This is an optimization exercise on Yosys and OpenROAD, whose aim is small area, not a production implementation. Only simulation tests tie the RTL to the original design; equivalence was not proved. No driver is modelled on the clock port, so clocking that relies on it looks cheaper here than on a real chip. No activity file was given, so power comes from the tool's default toggle rates.

==> flow/design.v (excerpt) <==
module music_top(
    input clk,
    input rst,       
    input play,      
    input right_button,
    input left_button,
    input loop,  
    input [7:0] kb_data,     
    input kb_data_valid,     
    input [15:0] sw,
    output [15:0] led,
    output audio_mclk,  
    output audio_lrck,  
    output audio_sck,   
    output audio_sdin,  
    output [6:0] DISPLAY,
    output [3:0] DIGIT
);
clock: 150.0 ns
lec_check: 0
abc_area: 1
cap_margin: 20
core_margin: 2
core_utilization: 40
gpl_timing_driven: 0
slew_margin: 20
synth_hierarchical: 1
standard.sh (not shown) runs the stock make flow with config.mk's settings and CLKGATE_MAP_FILE= SYNTH_SCRIPT=/design/flow/synth_recipe.tcl, a recipe that flattens the netlist after the stock synthesis.
==> flow/flow/run.sh <==
#!/bin/bash
# Own layout flow: the standard ORFS flow (standard.sh) with
#  - a different ABC mapping script for the area-oriented synthesis
#    (flow/abc_area.script: &deepsyn, then repeated &dch/&nf area mapping),
#    and arithmetic left to ABC (no separate half/full adder mapping),
#  - port buffers made with the smallest buffer cell (buf_1),
#  - a clock tree of small buffers, without dummy loads, whose buffers are
#    then sized up where the flip-flop clock slew needs it (flow/cts_post.tcl).
# Registers, floorplan, power grid, tap cells, placement, routing and
# finishing are the standard flow's.  Every tool's output is kept in
# orfs/logs (ORFS's per-step logs) and in flow_make.log here.
set -euo pipefail
W=$(pwd)
S="$W/scripts_mod"
rm -rf "$S"
mkdir -p "$S"
cp -r "$FLOW_HOME/scripts/." "$S/"
cp "$W/flow/abc_area.script" "$S/abc_area.script"
bash "$W/standard.sh" \
  "SCRIPTS_DIR=$S" \
  "ADDER_MAP_FILE=" \
  "BUFFER_PORTS_ARGS=-buffer_cell sky130_fd_sc_hd__buf_1" \
  "CTS_ARGS=$(cat "$W/flow/cts_args")" \
  "POST_CTS_TCL=$W/flow/cts_post.tcl" \
  finish > "$W/flow_make.log" 2>&1
==> flow/flow/abc_area.script <==
&get -n
&st
&deepsyn -T 30
&dch -f
&nf -R 1000 -p
&st
&dch -f
&nf -R 1000 -p
&put
==> flow/flow/cts_args <==
-sink_clustering_enable -repair_clock_nets -dont_use_dummy_load -root_buf sky130_fd_sc_hd__clkbuf_4 -buf_list sky130_fd_sc_hd__clkbuf_2
==> flow/flow/cts_post.tcl <==
set clk_sizes {sky130_fd_sc_hd__clkbuf_1 sky130_fd_sc_hd__clkbuf_2 sky130_fd_sc_hd__clkbuf_4 sky130_fd_sc_hd__clkbuf_8 sky130_fd_sc_hd__clkbuf_16}
set clk_slew_lim 0.115
estimate_parasitics -placement
for {set iter 0} {$iter < 8} {incr iter} {
  set changed 0
  foreach inst [[ord::get_db_block] getInsts] {
    set idx [lsearch $clk_sizes [[$inst getMaster] getName]]
    if {$idx < 0 || $idx == [expr {[llength $clk_sizes] - 1}]} continue
    set net [[$inst findITerm X] getNet]
    if {$net == "NULL"} continue
    set w 0
    foreach it [$net getITerms] {
      if {[$it isInputSignal] || [[$it getMTerm] getName] == "CLK"} {
        set s [get_property [get_pins "[[$it getInst] getName]/[[$it getMTerm] getName]"] slew_max]
        if {$s > $w} {set w $s}
      }
    }
    if {$w > $clk_slew_lim} {
      replace_cell [$inst getName] [lindex $clk_sizes [expr {$idx + 1}]]
      incr changed
    }
  }
  estimate_parasitics -placement
  puts "clock buffer sizing pass $iter: $changed resized"
  if {$changed == 0} break
}
detailed_placement
check_placement -verbose
estimate_parasitics -placement
The first run passed the timing, DRC and antenna checks.
Change:
--- a/flow/flow/run.sh
+++ b/flow/flow/run.sh
@@ -21,2 +21,3 @@
   "ADDER_MAP_FILE=" \
+  "SYNTH_INSBUF=0" \
   "BUFFER_PORTS_ARGS=-buffer_cell sky130_fd_sc_hd__buf_1" \
Settings changed: CAP_MARGIN 20 to 5, SLEW_MARGIN 20 to 5.
Final cell count stays flat.
Maximum frequency goes down by 6.8%.
Total power goes up by about 3%.
Design area goes down by 0.33%.
Count of clock-buffer cells in the layout stays the same.
Non-clock buffer count goes down by 5.
Die area is about the same.
Global-route usage goes up by 0.27 points.
Sequential share of layout area goes up by 0.14 points.
Sequential power goes down by about 0.8%.
Register-to-register slack is worse by 2.3 ns.

Setup of build 67:
music_top, a different RTL version from the one above (not shown whole).
For scale: roughly 950 cells after synthesis, ~150 flip-flops, roughly 62 I/O pins.
export LEC_CHECK = 0
export ABC_AREA = 1
export CAP_MARGIN = 20
export CORE_MARGIN = 2
export CORE_UTILIZATION = 40
export SLEW_MARGIN = 20
create_clock -name core_clock -period 150.0 [get_ports {clk}]
==> flow/flow/run.sh <==
#!/bin/bash
# Own layout flow: the standard ORFS flow (standard.sh) with
#  - a different ABC mapping script for the area-oriented synthesis
#    (flow/abc_area.script: repeated &dch/&nf area mapping),
#  - port buffers made with the smallest buffer cell (buf_1),
#  - clock tree built from clkbuf_4 cells, without dummy loads.
# Registers, floorplan, power grid, tap cells, placement, routing and
# finishing are the standard flow's.  Every tool's output is kept in
# orfs/logs (ORFS's per-step logs) and in flow_make.log here.
set -euo pipefail
W=$(pwd)
S="$W/scripts_mod"
rm -rf "$S"
mkdir -p "$S"
cp -r "$FLOW_HOME/scripts/." "$S/"
cp "$W/flow/abc_area.script" "$S/abc_area.script"
bash "$W/standard.sh" \
  "SCRIPTS_DIR=$S" \
  "ADDER_MAP_FILE=" \
  "BUFFER_PORTS_ARGS=-buffer_cell sky130_fd_sc_hd__buf_1" \
  "CTS_ARGS=$(cat "$W/flow/cts_args")" \
  finish > "$W/flow_make.log" 2>&1
==> flow/flow/cts_args <==
-sink_clustering_enable -repair_clock_nets -dont_use_dummy_load -buf_list sky130_fd_sc_hd__clkbuf_8
Scripts as last shown in full above: flow/flow/abc_area.script
No stage failed in build 67, and the final checks on the layout all came back clean.
--- input diff build 67..build 78 ---
-- flow/flow/run.sh --
<<< build 67, line 19
  "ADDER_MAP_FILE=" \
>>> build 78, line 19
-- flow/flow/abc_area.script --
<<< build 67, line 3
&deepsyn -T 30
>>> build 78, line 3
&dch -f
&nf -R 1000 -p
&st
--- outcome ---
Build 78 closes out successfully: all stages finished, all timing, DRC and antenna checks passed.
Build 78 vs. build 67: number of setup buffers added after CTS saw little to no change; clock-pin slew of the registers on the worst-case setup and hold paths roughly the same; inverter count of the layout excluding clock inverters rose 27; via count of the first global-routing pass grew by 3.9%; core utilization went down.
Of build 78 and build 67, it is build 78 that has the higher non-clock buffer count.
In the reports for build 67 and build 78, the larger sequential cell area share belongs to build 67.
Of build 67 and build 78, the lower largest net degree at the start of global routing belongs to build 67.
For build 67, the launching element of the worst setup path was sw[15], unlike build 78, where it was sw[9].
| total power per unit cell area | higher: build 78 |
Setup changes, build 78 to build 87
-- flow/flow/run.sh --
<<< build 78, line 19
>>> build 87, line 19
  "ADDER_MAP_FILE=" \
-- flow/flow/abc_area.script --
<<< build 78, line 3
&dch -f
&nf -R 1000 -p
&st
>>> build 87, line 3
&deepsyn -T 30
==> flow/flow/cts_args <==
-sink_clustering_enable -repair_clock_nets -dont_use_dummy_load -buf_list {sky130_fd_sc_hd__clkbuf_4 sky130_fd_sc_hd__clkbuf_8}
No stage failed in build 87, and the final checks on the layout all came back clean. Fraction of area in non-clock buffers essentially unchanged between build 78 and build 87. Comparing build 87 and build 78, switching share of total power is lower on build 87. Est. power | build 87 vs build 78 | build 87 lower. Compared to build 78, the routing of build 87 uses less wire.

Another version of the RTL of music_top (not shown whole).
Size in the first run: about 920 cells after synthesis, about 150 flip-flops, ~0.0083 mm2 of cells after synthesis.
Settings: LEC_CHECK=0, ABC_AREA=1, CAP_MARGIN=20, CORE_MARGIN=2, CORE_UTILIZATION=40, SLEW_MARGIN=20, SYNTH_HIERARCHICAL=1; clock period 150.0 ns.
==> flow/flow/run.sh <==
#!/bin/bash
# Own layout flow: the standard ORFS flow (standard.sh) with
#  - a different ABC mapping script for the area-oriented synthesis
#    (flow/abc_area.script: &deepsyn, then repeated &dch/&nf area mapping),
#    and arithmetic left to ABC (no separate half/full adder mapping),
#  - port buffers made with the smallest buffer cell (buf_1),
#  - a clock tree of small buffers, without dummy loads, whose buffers are
#    then sized up where the flip-flop clock slew needs it (flow/cts_post.tcl).
# Registers, floorplan, power grid, tap cells, placement, routing and
# finishing are the standard flow's.  Every tool's output is kept in
# orfs/logs (ORFS's per-step logs) and in flow_make.log here.
set -euo pipefail
W=$(pwd)
S="$W/scripts_mod"
rm -rf "$S"
mkdir -p "$S"
cp -r "$FLOW_HOME/scripts/." "$S/"
cp "$W/flow/abc_area.script" "$S/abc_area.script"
bash "$W/standard.sh" \
  "SCRIPTS_DIR=$S" \
  "ADDER_MAP_FILE=" \
  "BUFFER_PORTS_ARGS=-buffer_cell sky130_fd_sc_hd__buf_1" \
  "CTS_ARGS=$(cat "$W/flow/cts_args")" \
  "POST_CTS_TCL=$W/flow/cts_post.tcl" \
  finish > "$W/flow_make.log" 2>&1
==> flow/flow/abc_area.script <==
&get -n
&st
&deepsyn -T 30
&dch -f
&nf -R 1000 -p
&st
&dch -f
&nf -R 1000 -p
&put
==> flow/flow/cts_args <==
-sink_clustering_enable -repair_clock_nets -dont_use_dummy_load -root_buf sky130_fd_sc_hd__clkbuf_4 -buf_list sky130_fd_sc_hd__clkbuf_2
Scripts as last shown in full above: flow/flow/cts_post.tcl
The baseline went through all stages and came out clean.
Change:
Settings changed: SYNTH_HIERARCHICAL 1 to default.
Outcome: Synthesized area climbs slightly. Routed wire length climbs by a little under a tenth. Cell area climbs slightly. Sequential cell count does not change.

## afterwards: timing with drivers on the ports
How much do the figures lean on ideal ports? The routed layouts below were timed once more, with nothing changed but the port constraints. Step 1 (the two cells are an assumption about what drives the block):
set clk [get_ports {clk}]
set_driving_cell -lib_cell sky130_fd_sc_hd__clkbuf_16 $clk
set_driving_cell -lib_cell sky130_fd_sc_hd__buf_2 [delete_from_list [all_inputs] $clk]
Step 2 times the ports against the registers' clock, not the clock port: input delays grow and output delays shrink by t, the midpoint of the rising clock arrivals with the driver on. Slacks: ideal / step 1 / step 2; pairs: ideal / step 1.
run | t, ns | setup WS [ns] | hold slack, ns | worst setup path at the end | worst register clock-pin slew, ns
the first run of note 1 | 0.402 | 115.694 / 115.719 / 115.317 | 0.418 / 0.418 / 0.418 | input to register | 0.10 / 0.10
the second run of note 1 | 0.397 | 113.209 / 113.225 / 112.828 | 0.426 / 0.426 / 0.426 | input to register | 0.11 / 0.11
build 67 | 0.479 | 116.488 / 116.503 / 116.025 | 0.436 / 0.436 / 0.436 | input to register | 0.09 / 0.09
build 78 | 0.473 | 116.220 / 116.218 / 115.746 | 0.423 / 0.423 / 0.423 | input to register | 0.09 / 0.09
build 87 | 0.479 | 116.488 / 116.503 / 116.025 | 0.436 / 0.436 / 0.436 | input to register | 0.09 / 0.09
the first run of note 3 | 0.397 | 115.880 / 115.890 / 115.493 | 0.427 / 0.427 / 0.427 | input to register | 0.11 / 0.11
the second run of note 3 | 0.394 | 116.010 / 116.031 / 115.637 | 0.420 / 0.420 / 0.420 | input to register | 0.11 / 0.11
After both steps setup and hold are still met in every run listed. The setup slack of build 78, which loses most, moves by -0.002 ns with the drivers and by -0.474 ns with both steps.
